What follows belongs to an exercise in optimizing a design on an open flow for small area, a short achievable clock period and few clock cycles; a production flow would make more cautious choices. RTL that was checked went through simulation tests only; none was proved equivalent to the original. Power figures rest on the tool's default switching activity, not on a simulated workload.

## maple
==> flow/design.v (excerpt) <==
module top (
	input		start,
	input		reset,
	input 	clk,
	input			load,
	input	[5:0]	load_addr,
	input	[7:0]	a_data,
	input	[7:0]	b_data,
	input	[5:0]	c_addr,
	output reg		done,
	output	[18:0]	c_data
	);
Size in the first run: roughly 52 I/O pins, about 0.088 mm² of cells after synthesis.
Settings: LEC_CHECK=0, ABC_AREA=1, CAP_MARGIN=20, CORE_MARGIN=2, CORE_UTILIZATION=40, CTS_CLUSTER_DIAMETER=90, CTS_CLUSTER_SIZE=28, SETUP_SLACK_MARGIN=1.0, SLEW_MARGIN=20; clock period 7.0 ns.
standard.sh (not shown) runs the stock make flow with config.mk's settings and CLKGATE_MAP_FILE= SYNTH_SCRIPT=/design/flow/synth_recipe.tcl, a recipe that flattens the netlist after the stock synthesis.
==> flow/flow/run.sh <==
#!/bin/bash
# The standard layout with two changes to how it is made:
#  - Yosys's synth runs without its early ABC pass (-noabc), which otherwise
#    remaps the compressor tree before extract_fa and leaves inverters between
#    the full-adder cells (the flow's later ABC pass still maps the rest);
#  - the port buffers that placement inserts on every input and output are
#    buf_4 cells instead of the delay cells buffer_ports picks by default.
# Everything else, from floorplan to the final DEF, is the standard flow.
set -euo pipefail
bash standard.sh SYNTH_ARGS=-noabc "BUFFER_PORTS_ARGS=-buffer_cell sky130_fd_sc_hd__buf_4" finish > standard_flow.log 2>&1
Testbench counts of maple, summed over its fixed seeds: cycles 3,680.
## Diff of input files: ember against maple
--- a/flow/design.v
+++ b/flow/design.v
@@ -1,34 +1,37 @@
 module top (
 	input		start,
 	input		reset,
 	input 	clk,
 	input			load,
 	input	[5:0]	load_addr,
 	input	[7:0]	a_data,
 	input	[7:0]	b_data,
 	input	[5:0]	c_addr,
 	output reg		done,
 	output	[18:0]	c_data
 	);
+	wire [8:0] b9 = {b_data, 1'b0};
+	wire [7:0] b_enc = {b9[8] ^ b9[6], b9[7] ^ b9[6], b9[6] ^ b9[4], b9[5] ^ b9[4],
+	                    b9[4] ^ b9[2], b9[3] ^ b9[2], b9[2] ^ b9[0], b9[1] ^ b9[0]};
 	reg [7:0] wa [0:63];
 	reg [7:0] wb [0:63];
 	reg [7:0] xa [0:63];
 	reg [7:0] xb [0:63];
 	reg busy;
 	integer n;
 	always @(posedge clk) begin
 		if (load) begin
 			wa[load_addr] <= a_data;
-			wb[load_addr] <= b_data;
+			wb[load_addr] <= b_enc;
 		end
 		if (start)
 			for (n = 0; n < 64; n = n + 1) begin
 				xa[n] <= wa[n];
 				xb[n] <= wb[n];
 			end
 	end
 	always @(posedge clk) begin
 		if (reset) begin
 			done <= 1'b0;
 			busy <= 1'b0;
 		end else if (start) begin
@@ -788,32 +791,31 @@
 	wire s599 = k574 ^ q53 ^ q54;
 	wire k600 = (k574 & q53) | (k574 & q54) | (q53 & q54);
 	wire s601 = q55 ^ q56;
 	wire k602 = q55 & q56;
 	assign c_data = {1'b1, k602, k600, k598, k596, k594, k592, k590, k588, k586, k584, k582, k580, k578, k576, s575, q3, q2, q0} + {1'b0, q57, s601, s599, s597, s595, s593, s591, s589, s587, s585, s583, s581, s579, s577, q6, 1'b0, 1'b0, q1};
 endmodule
 module booth_row (
 	input	[7:0]	a,
 	input	[7:0]	b,
 	output	[8:0]	p0, p1, p2, p3,
 	output	[3:0]	ng
 	);
-	wire [8:0] b9 = {b, 1'b0};
 	wire [8:0] a1 = {a[7], a};
 	wire [8:0] a2 = {a, 1'b0};
+	wire [3:0] one = {b[6], b[4], b[2], b[0]};
+	wire [3:0] t = {b[7], b[5], b[3], b[1]};
+	wire [3:0] neg = {t[3] ^ t[2] ^ t[1] ^ t[0], t[2] ^ t[1] ^ t[0], t[1] ^ t[0], t[0]};
 	wire [8:0] p [0:3];
 	genvar r;
 	generate
 		for (r = 0; r < 4; r = r + 1) begin : g
-			wire lo = b9[2*r], mid = b9[2*r+1], hi = b9[2*r+2];
-			wire one = lo ^ mid;
-			wire two = (hi & ~mid & ~lo) | (~hi & mid & lo);
-			wire [8:0] mag = one ? a1 : (two ? a2 : 9'd0);
-			assign p[r] = mag ^ {9{hi}};
-			assign ng[r] = hi;
+			wire [8:0] mag = one[r] ? a1 : (t[r] ? a2 : 9'd0);
+			assign p[r] = mag ^ {9{neg[r]}};
+			assign ng[r] = neg[r];
 		end
 	endgenerate
 	assign p0 = p[0];
 	assign p1 = p[1];
 	assign p2 = p[2];
 	assign p3 = p[3];
 endmodule
Results
maple → ember: first-pass GRT wire length moved up, clock-buffer cell count moved up, area of the core level. Looking at highest attainable clock frequency across both flows, ember is the weaker of the two, with maple ahead. There was hardly any difference in worst slack on hold paths between maple and ember. | global-route usage | ember vs maple | 0.35 points higher |. Summary: with maple as the reference, leakage power in ember moved up slightly. ember vs maple, insertion delay of the later-clocked pin in the worst-skew pair went down by 0.02 ns. Between maple and ember, the largest stage delay on the critical path is higher for maple. Between maple and ember, the flow reports non-clock buffer count decreasing slightly. The power of the clock network reported for ember is smaller than that of maple by about 3%. The final reports for ember and maple show part of the power in registers lower in the former. Changes observed in ember relative to maple: signal arrival time at the worst endpoint increased by 0.13 ns relative to the old numbers, wire length rose by about 1.2%.
Only the layout flow was run in ember; the RTL was not checked for function there.

* * *

RTL: one of the versions met above, not the one the previous note started from.
For scale: about 6600 cells after synthesis, ~2100 flip-flops, ~52 I/O pins.
clock: 7.0 ns
lec_check: 0
abc_area: 1
cap_margin: 20
core_margin: 2
core_utilization: 55
cts_cluster_diameter: 90
cts_cluster_size: 28
place_density: 0.68
setup_slack_margin: 1.2
slew_margin: 20
Scripts as last shown in full above: flow/flow/run.sh
==> next run, changes <==
--- a/flow/design.v
+++ b/flow/design.v
@@ -7,25 +7,22 @@
 	input	[7:0]	a_data,
 	input	[7:0]	b_data,
 	input	[5:0]	c_addr,
 	output reg		done,
 	output	[18:0]	c_data
 	);
-	wire [8:0] b9 = {b_data, 1'b0};
-	wire [7:0] b_enc = {b9[8] ^ b9[6], b9[7] ^ b9[6], b9[6] ^ b9[4], b9[5] ^ b9[4],
-	                    b9[4] ^ b9[2], b9[3] ^ b9[2], b9[2] ^ b9[0], b9[1] ^ b9[0]};
 	reg [7:0] wa [0:63];
 	reg [7:0] wb [0:63];
 	reg [7:0] xa [0:63];
 	reg [7:0] xb [0:63];
 	reg busy;
 	integer n;
 	always @(posedge clk) begin
 		if (load) begin
 			wa[load_addr] <= a_data;
-			wb[load_addr] <= b_enc;
+			wb[load_addr] <= b_data;
 		end
 		if (start)
 			for (n = 0; n < 64; n = n + 1) begin
 				xa[n] <= wa[n];
 				xb[n] <= wb[n];
 			end
@@ -797,24 +794,25 @@
 module booth_row (
 	input	[7:0]	a,
 	input	[7:0]	b,
 	output	[8:0]	p0, p1, p2, p3,
 	output	[3:0]	ng
 	);
+	wire [8:0] b9 = {b, 1'b0};
 	wire [8:0] a1 = {a[7], a};
 	wire [8:0] a2 = {a, 1'b0};
-	wire [3:0] one = {b[6], b[4], b[2], b[0]};
-	wire [3:0] t = {b[7], b[5], b[3], b[1]};
-	wire [3:0] neg = {t[3] ^ t[2] ^ t[1] ^ t[0], t[2] ^ t[1] ^ t[0], t[1] ^ t[0], t[0]};
 	wire [8:0] p [0:3];
 	genvar r;
 	generate
 		for (r = 0; r < 4; r = r + 1) begin : g
-			wire [8:0] mag = one[r] ? a1 : (t[r] ? a2 : 9'd0);
-			assign p[r] = mag ^ {9{neg[r]}};
-			assign ng[r] = neg[r];
+			wire lo = b9[2*r], mid = b9[2*r+1], hi = b9[2*r+2];
+			wire one = lo ^ mid;
+			wire two = (hi & ~mid & ~lo) | (~hi & mid & lo);
+			wire [8:0] mag = one ? a1 : (two ? a2 : 9'd0);
+			assign p[r] = mag ^ {9{hi}};
+			assign ng[r] = hi;
 		end
 	endgenerate
 	assign p0 = p[0];
 	assign p1 = p[1];
 	assign p2 = p[2];
 	assign p3 = p[3];
What happened:
- The new run produced a clean layout
- flip-flop and latch count is unchanged
- first-iteration DRC count rose by 14%
- design area barely changes
- hold slack is about the same
- total power fell by 3.8%
- non-clock buffer count rose by 15
- routed wire length rose by 2.0%
- clock power rose by about 3%
- register-to-register slack improves by 80 ps
Testbench counts after the change, summed over its fixed seeds: cycles 3,680.
Only the layout flow was run in the first run of this note; the RTL was not checked for function there.

port drivers added, routing unchanged:
The flow's constraints put no driver on any port. The routed layouts listed below were extracted and timed again, unchanged, in two steps. Step 1, drivers: a clkbuf_16 drives clk and a buf_2 each remaining input, both assumed. Step 2 moves the port delays by t, midway between the first and last clock arrival at a register: inputs arrive t later, outputs are due t later. That takes back most of the time a late clock gives input paths. Slacks: ideal / step 1 / step 2; pairs: ideal / step 1.
run	t, ns	slack for setup (ns)	hold slack, ns	worst setup path after step 2
maple	0.844	1.115 / 1.117 / 0.274	0.395 / 0.395 / 0.395	input to register
ember	0.852	1.040 / 1.083 / 0.231	0.397 / 0.397 / 0.397	input to register
the first run of note 2	0.825	1.233 / 1.282 / 0.457	0.413 / 0.413 / 0.413	input to register
the second run of note 2	0.824	1.282 / 1.336 / 0.513	0.410 / 0.410 / 0.410	input to register
After both steps setup and hold are still met in every run listed. The setup slack of maple, which loses most, moves by +0.002 ns with the drivers and by -0.841 ns with both steps.
